From an optimization exercise on the open Yosys and OpenROAD flow, aimed at small area; shortcuts taken in it are not production practice. Only simulation tests tie the RTL to the original design; equivalence was not proved. The clock port is modelled as an ideal driver; clocking choices that lean on that would not hold on a real chip. Power figures rest on the tool's default switching activity, not on a simulated workload.

== job 104 ==
==> module nes_controller, before the edit <==
module nes_controller(
    input clk,
    input rst,
    input sample_en,
    input sample_clock,
    input data1,
    input data2,
    output c_clk,
    output latch,
    output reg [1:0] btn1,
    output reg [1:0] btn2,
    output reg other
);
    reg [3:0] stage;
    wire [3:0] stage_inc;
    incdec #(4) SI(.a(stage), .en(sample_en), .up(1'b1), .s(stage_inc));
    always @(posedge clk)
        if (rst | (sample_en & (stage == 4'd9))) stage <= 4'd0;
        else stage <= stage_inc;
    assign latch = (stage == 4'd0);
    assign c_clk = (stage != 4'd0) & (stage != 4'd9) & sample_clock;
    wire k1 = ~data1;	 
    wire k2 = ~data2;
    reg a_o1, a_o2, a_p10, a_p11, a_p20, a_p21;
    always @(posedge clk)
        if (sample_en) begin
            case (stage)
                4'd1: begin a_o1 <= k1; a_o2 <= k2; end
                4'd2, 4'd3: begin a_o1 <= a_o1 | k1; a_o2 <= a_o2 | k2; end
                4'd4: begin a_o1 <= a_o1 | k1; a_p20 <= k2; end
                4'd5: begin a_p10 <= k1; a_p21 <= k2; end
                4'd6: begin a_p11 <= k1; a_p20 <= a_p20 | k2; end
                4'd7: begin a_p10 <= a_p10 | k1; a_p21 <= a_p21 | k2; end
                4'd8: begin a_p11 <= a_p11 | k1; a_o2 <= a_o2 | k2; end
                default: ;
            endcase
        end
    always @(posedge clk)
        if (rst) begin
            btn1 <= 2'b00; btn2 <= 2'b00; other <= 1'b0;
        end else if (sample_en && stage == 4'd9) begin
            btn1 <= {a_p11, a_p10};
            btn2 <= {a_p21, a_p20};
            other <= a_o1 & a_o2;
        end
endmodule
==> flow/config.mk <==
export PLATFORM = sky130hd
export DESIGN_NAME = pong_main
export DESIGN_NICKNAME = pong_main
export VERILOG_FILES = /design/flow/design.v
export SDC_FILE = /design/flow/constraint.sdc
export NUM_CORES = 4
export LEC_CHECK = 0
export ABC_AREA = 1
export CAP_MARGIN = 20
export CORE_MARGIN = 2
export CORE_UTILIZATION = 60
export SLEW_MARGIN = 20
==> flow/constraint.sdc <==
create_clock -name core_clock -period 20.0 [get_ports {clk}]
set_input_delay 4.0000 -clock core_clock [delete_from_list [all_inputs] [get_ports {clk}]]
set_output_delay 4.0000 -clock core_clock [all_outputs]
set_load 0.01 [all_outputs]
standard.sh (not shown) runs the stock make flow with config.mk's settings and CLKGATE_MAP_FILE= SYNTH_SCRIPT=/design/flow/synth_recipe.tcl, a recipe that flattens the netlist after the stock synthesis.
==> flow/flow/run.sh <==
#!/bin/bash
# Layout flow: the standard flow (standard.sh), except that the
# combinational logic of the standard synthesis is mapped again by ABC with
# an area-oriented script. The registers of the standard synthesis are kept
# as they are (same instances, names and cells); the re-mapped netlist is
# proven equivalent to the standard one before it is used, else the
# standard netlist is kept. Every tool writes its full output to a log here.
set -euo pipefail
W=$(pwd)
F=$W/flow
R=$W/orfs/results/$FLOW_PLATFORM/pong_main/base
PDIR=$FLOW_HOME/platforms/$FLOW_PLATFORM
LIB=$(ls $PDIR/lib/sky130_fd_sc_hd__tt_025C_1v80.lib)
YOSYS=yosys
if [[ -x $FLOW_HOME/../tools/install/yosys/bin/yosys ]]; then
  YOSYS=$FLOW_HOME/../tools/install/yosys/bin/yosys
fi

# 1. standard synthesis
bash standard.sh synth > $W/log_1_standard_synth.log 2>&1
cp $R/1_2_yosys.v $W/std_synth.v

# 2. re-map the combinational logic: ABC's deepsyn with 32 random seeds,
# four at a time, keeping the smallest result
SEQ=$(awk '/^[ \t]*cell[ \t]*\(/{match($0,/"[^"]+"/); c=substr($0,RSTART+1,RLENGTH-2)} /^[ \t]*(ff|latch|ff_bank|statetable)[ \t]*\(/{print c}' $LIB | sort -u | tr '\n' ' ')
DU=$(sed -n '/DONT_USE_CELLS/,/^$/p' $PDIR/config.mk | grep -o "sky130_fd_sc_hd__[a-z0-9_]*" | sed 's/^/-dont_use /' | tr '\n' ' ')
remap() {
  local k=$1
  printf '&get -n\n&st\n&deepsyn -T 25 -S %s\n&put\ndch -f\namap\ntopo\n' $k > $W/area_$k.abc
  cat > $W/remap_$k.ys <<EOY
read_liberty -ignore_miss_func $LIB
blackbox $SEQ sky130_fd_sc_hd__conb_1
read_verilog $W/std_synth.v
hierarchy -top $FLOW_TOP
flatten
opt -purge
abc -liberty $LIB $DU -script $W/area_$k.abc
opt_clean -purge
select $FLOW_TOP
write_verilog -selected -noattr -noexpr -nohex -nodec $W/remap_raw_$k.v
design -reset
read_liberty -lib -ignore_miss_func $LIB
read_verilog $W/remap_raw_$k.v
hierarchy -top $FLOW_TOP
hilomap -singleton -hicell sky130_fd_sc_hd__conb_1 HI -locell sky130_fd_sc_hd__conb_1 LO
insbuf -buf sky130_fd_sc_hd__buf_1 A X
splitnets
opt_clean -purge
check -assert
tee -o $W/remap_area_$k.txt stat -liberty $LIB
write_verilog -noattr -noexpr -nohex -nodec $W/remap_$k.v
EOY
  $YOSYS -s $W/remap_$k.ys > $W/log_2_remap_$k.log 2>&1 || rm -f $W/remap_$k.v
}
for b in 0 4 8 12 16 20 24 28; do
  for i in 0 1 2 3; do remap $((b + i)) & done
  wait
done
ok=0
best=""
for k in $(seq 0 31); do
  if [[ -s $W/remap_$k.v ]]; then
    a=$(grep "Chip area" $W/remap_area_$k.txt | awk "{print \$NF}" || true)
    echo "seed $k: $a" >> $W/remap_areas.txt
    if [[ -z "$best" ]] || awk -v a=$a -v b=$barea 'BEGIN{exit !(a < b)}'; then best=$k; barea=$a; fi
  fi
done
if [[ -n "$best" ]]; then cp $W/remap_$best.v $W/remap.v; ok=1; echo "chosen: seed $best" >> $W/remap_areas.txt; fi

# 3. the registers must be the standard synthesis's, and the logic the same
regs() { grep -E "^ *sky130_fd_sc_hd__[a-z0-9_]+ " "$1" | awk -v seq=" $SEQ " '{ if (index(seq, " " $1 " ")) print $1, $2 }' | sort; }
if [[ $ok == 1 ]]; then
  regs $W/std_synth.v > $W/regs_std.txt
  regs $W/remap.v > $W/regs_remap.txt
  if ! cmp -s $W/regs_std.txt $W/regs_remap.txt || [[ ! -s $W/regs_std.txt ]]; then ok=0; fi
fi
if [[ $ok == 1 ]]; then
  cat > $W/equiv.ys <<EOY
read_liberty -ignore_miss_func $LIB
read_verilog $W/std_synth.v
rename $FLOW_TOP gold
read_verilog $W/remap.v
rename $FLOW_TOP gate
hierarchy -check
flatten gold gate
opt_clean
equiv_make gold gate equiv
hierarchy -top equiv
equiv_simple -undef
equiv_induct -undef
equiv_status -assert
EOY
  $YOSYS -s $W/equiv.ys > $W/log_3_equiv.log 2>&1 || ok=0
fi
echo "remap used: $ok" > $W/remap_status.txt
if [[ $ok == 1 ]]; then
  cp $W/remap.v $R/1_2_yosys.v
  rm -f $R/1_synth.odb $R/1_synth.sdc
  touch $R/1_2_yosys.v
fi

# 4. the rest of the standard flow, with a clock tree of small buffers and
# no dummy loads, clock buffers then downsized where the clock slew allows,
# and the smallest buffer on each port
export BUFFER_PORTS_ARGS="-buffer_cell sky130_fd_sc_hd__buf_1"
export POST_CTS_TCL=$F/downsize.tcl
export CTS_ARGS="-sink_clustering_enable -repair_clock_nets -dont_use_dummy_load -buf_list sky130_fd_sc_hd__clkbuf_8"
bash standard.sh finish > $W/log_4_standard_finish.log 2>&1
Other scripts of this flow, unchanged in this note and not shown: flow/flow/downsize.tcl
Inputs modified between job 104 and job 105:
--- a/flow/design.v
+++ b/flow/design.v
@@ -41,17 +41,18 @@
     wire k1 = ~data1;	 
     wire k2 = ~data2;
-    reg a_o1, a_o2, a_p10, a_p11, a_p20, a_p21;
+    reg a_o1, a_o2, a_p1x, a_p1y, a_p2x, a_p2y;
+    wire s1 = (stage == 4'd1);
     always @(posedge clk)
         if (sample_en) begin
-            case (stage)
-                4'd1: begin a_o1 <= k1; a_o2 <= k2; end
-                4'd2, 4'd3: begin a_o1 <= a_o1 | k1; a_o2 <= a_o2 | k2; end
-                4'd4: begin a_o1 <= a_o1 | k1; a_p20 <= k2; end
-                4'd5: begin a_p10 <= k1; a_p21 <= k2; end
-                4'd6: begin a_p11 <= k1; a_p20 <= a_p20 | k2; end
-                4'd7: begin a_p10 <= a_p10 | k1; a_p21 <= a_p21 | k2; end
-                4'd8: begin a_p11 <= a_p11 | k1; a_o2 <= a_o2 | k2; end
-                default: ;
-            endcase
+            if (stage >= 4'd1 && stage <= 4'd4) a_o1 <= k1 | (a_o1 & ~s1);
+            if (stage <= 4'd3 && stage >= 4'd1 || stage == 4'd8) a_o2 <= k2 | (a_o2 & ~s1);
+            if (stage >= 4'd5 && stage <= 4'd8) begin
+                a_p1x <= k1 | (a_p1y & (stage == 4'd7 || stage == 4'd8));
+                a_p1y <= a_p1x;
+            end
+            if (stage >= 4'd4 && stage <= 4'd7) begin
+                a_p2x <= k2 | (a_p2y & (stage == 4'd6 || stage == 4'd7));
+                a_p2y <= a_p2x;
+            end
         end
     always @(posedge clk)
@@ -59,6 +60,6 @@
             btn1 <= 2'b00; btn2 <= 2'b00; other <= 1'b0;
         end else if (sample_en && stage == 4'd9) begin
-            btn1 <= {a_p11, a_p10};
-            btn2 <= {a_p21, a_p20};
+            btn1 <= {a_p1x, a_p1y};
+            btn2 <= {a_p2x, a_p2y};
             other <= a_o1 & a_o2;
         end
==> summary.txt <==
Job 105 vs job 104 — routed length on met3 rose about 7%. When job 105 is set beside job 104, its power turns out to be 15 uW larger. Between job 105 and job 104, the difference in fraction of layout cells with a size suffix above 1 is negligible. Per the comparison of job 105 with job 104, total number of vias moved down; worst setup slack now smaller. ~same cell count after placement in job 105 and job 104. Job 105 — setup slack at placement 0.098 ns lower, job 104 as reference.

==> re-timing with driven ports <==
How much do the figures lean on ideal ports? The routed layouts below were timed once more, with nothing changed but the port constraints.
Step 1: set_driving_cell puts a clkbuf_16 on clk and a buf_2 on each other input, an assumption about the parent block.
Step 2, shift: input delay + t, output delay - t, t = (earliest + latest rising clock arrival at the registers) / 2. This alone moves slack from input paths to output paths.
a / b / c = ideal / step 1 / step 2; a / b = the first two.
| run | shift t [ns] | setup WS [ns] | hold slack, ns | clock arrival spread, ns | slew at the worst register clock pin (ns) |
|---|---|---|---|---|---|
| job 104 | 0.778 | 10.350 / 10.315 / 11.093 | 0.443 / 0.443 / 0.443 | 0.043 / 0.043 | 0.11 / 0.11 |
| job 105 | 1.315 | 9.689 / 9.646 / 10.961 | 0.454 / 0.454 / 0.454 | 0.053 / 0.054 | 0.11 / 0.11 |
After both steps setup and hold are still met in every run listed.
